This design comes from an exercise in tuning for small area on the open sky130 flow, not from production work.

==> flow/design.v (excerpt) <==
module pipelined_fir(clk,reset,xn,yn);
input clk,reset;
input signed [15:0] xn;
output wire signed [15:0] yn;
reg [15:0] a;
reg [15:0] b;
reg [15:0] c;
reg [15:0] d;   
reg [15:0] yr;
wire [15:0] ysum;
wire [15:0] na = ~a;
wire [15:0] nb = ~b;
wire [15:0] nc = ~c;
wire [15:0] nd = ~d;
always @(posedge clk or posedge reset)
  if (reset) begin
    a <= 16'h0000; b <= 16'h0000; c <= 16'h0000; d <= 16'hffff; yr <= 16'h0000;
  end else begin
    a <= xn; b <= a; c <= b; d <= nc; yr <= ysum;
  end
assign yn = yr;
wire s1, c2;
fir_fa u_s1 (.a(a[1]), .b(b[0]), .c(c[1]), .s(s1), .co(c2));
wire s3, c4;
fir_fa u_s3 (.a(a[0]), .b(a[2]), .c(b[1]), .s(s3), .co(c4));
wire s5, c6;
fir_ha u_s5 (.a(c[0]), .b(c[2]), .s(s5), .co(c6));
wire s7, c8;
fir_fa u_s7 (.a(s5), .b(c2), .c(s3), .s(s7), .co(c8));
wire s9, c10;
fir_fa u_s9 (.a(a[1]), .b(a[3]), .c(b[2]), .s(s9), .co(c10));
wire s11, c12;
fir_fa u_s11 (.a(c[1]), .b(c[3]), .c(d[0]), .s(s11), .co(c12));
wire s13, c14;
fir_fa u_s13 (.a(c6), .b(c4), .c(s11), .s(s13), .co(c14));
wire s15, c16;
fir_fa u_s15 (.a(s9), .b(c8), .c(s13), .s(s15), .co(c16));
wire s17, c18;
fir_fa u_s17 (.a(a[2]), .b(a[4]), .c(b[0]), .s(s17), .co(c18));
wire s19, c20;
fir_fa u_s19 (.a(b[3]), .b(c[2]), .c(c[4]), .s(s19), .co(c20));
wire s21, c22;
fir_fa u_s21 (.a(d[1]), .b(c10), .c(c12), .s(s21), .co(c22));
wire s23, c24;
fir_ha u_s23 (.a(s17), .b(s19), .s(s23), .co(c24));
wire s25, c26;
fir_fa u_s25 (.a(s23), .b(c14), .c(s21), .s(s25), .co(c26));
wire s27, c28;
fir_fa u_s27 (.a(a[3]), .b(a[5]), .c(b[1]), .s(s27), .co(c28));
wire s29, c30;
fir_fa u_s29 (.a(b[4]), .b(c[0]), .c(c[3]), .s(s29), .co(c30));
wire s31, c32;
fir_fa u_s31 (.a(c[5]), .b(d[0]), .c(d[2]), .s(s31), .co(c32));
wire s33, c34;
fir_fa u_s33 (.a(c18), .b(c20), .c(s27), .s(s33), .co(c34));
wire s35, c36;
fir_ha u_s35 (.a(s29), .b(s31), .s(s35), .co(c36));
wire s37, c38;
fir_fa u_s37 (.a(c24), .b(s35), .c(c22), .s(s37), .co(c38));
wire s39, c40;
fir_fa u_s39 (.a(s33), .b(c26), .c(s37), .s(s39), .co(c40));
wire s41, c42;
fir_fa u_s41 (.a(a[0]), .b(a[4]), .c(a[6]), .s(s41), .co(c42));
wire s43, c44;
  ...
Size in the first run: about 550 cells after synthesis, ~80 flip-flops, about 0.0097 mm^2 of cells after synthesis.
clock: 8.0 ns
lec_check: 0
cap_margin: 20
core_margin: 2
core_utilization: 40
cts_buf_list: sky130_fd_sc_hd__clkbuf_8
slew_margin: 20
synth_hierarchical: 1
standard.sh (not shown) runs the stock make flow with config.mk's settings and CLKGATE_MAP_FILE= SYNTH_SCRIPT=/design/flow/synth_recipe.tcl, a recipe that flattens the netlist after the stock synthesis.
==> flow/flow/run.sh <==
#!/bin/bash
# Layout flow: the standard flow (standard.sh, unchanged synthesis), with
# the port buffers made from the smallest buffer cell and clock tree synthesis
# run without dummy balancing loads. The make output goes to standard.log.
set -e
bash standard.sh \
  'BUFFER_PORTS_ARGS=-buffer_cell sky130_fd_sc_hd__buf_1' \
  'CTS_ARGS=-sink_clustering_enable -repair_clock_nets -dont_use_dummy_load -buf_list sky130_fd_sc_hd__clkbuf_8' \
  finish > standard.log 2>&1
The baseline ran to the end with no violations.
Edit:
--- a/flow/flow/run.sh
+++ b/flow/flow/run.sh
@@ -6,4 +6,4 @@
 bash standard.sh \
   'BUFFER_PORTS_ARGS=-buffer_cell sky130_fd_sc_hd__buf_1' \
-  'CTS_ARGS=-sink_clustering_enable -repair_clock_nets -dont_use_dummy_load -buf_list sky130_fd_sc_hd__clkbuf_8' \
+  'CTS_ARGS=-repair_clock_nets -dont_use_dummy_load -buf_list sky130_fd_sc_hd__clkbuf_8' \
   finish > standard.log 2>&1
CORE_UTILIZATION = 70   (was 40)
CTS_BUF_LIST = default   (was sky130_fd_sc_hd__clkbuf_8)
PLACE_DENSITY = 0.8   (was default)
Effect:
- cell area fell by about 1.8%
- non-clock buffer count fell by 1
- clock-buffer cell count is unchanged
Function was not checked in any run of this note: the RTL went through the layout flow alone.

[separate check: timing with driven ports]
Ports are ideal in the flow. The routed layouts listed here were re-timed in OpenROAD.
Step 1 (the two cells are an assumption about what drives the block):
set clk [get_ports {clk}]
set_driving_cell -lib_cell sky130_fd_sc_hd__clkbuf_16 $clk
set_driving_cell -lib_cell sky130_fd_sc_hd__buf_2 [delete_from_list [all_inputs] $clk]
Step 2 moves the port delays by t, midway between the first and last clock arrival at a register: inputs arrive t later, outputs are due t later. That takes back most of the time a late clock gives input paths.
Slacks: no drivers / after step 1 / after step 2; pairs: no drivers / after step 1.
run | shift t [ns] | slack for setup (ns) | worst setup path at the end | worst data-port slew with drivers (ns)
the first run | 0.414 | 1.299 / 1.299 / 1.299 | register to register | 0.05
the second run | 0.400 | 1.134 / 1.134 / 1.134 | register to register | 0.04
After both steps every run listed still meets setup and hold.
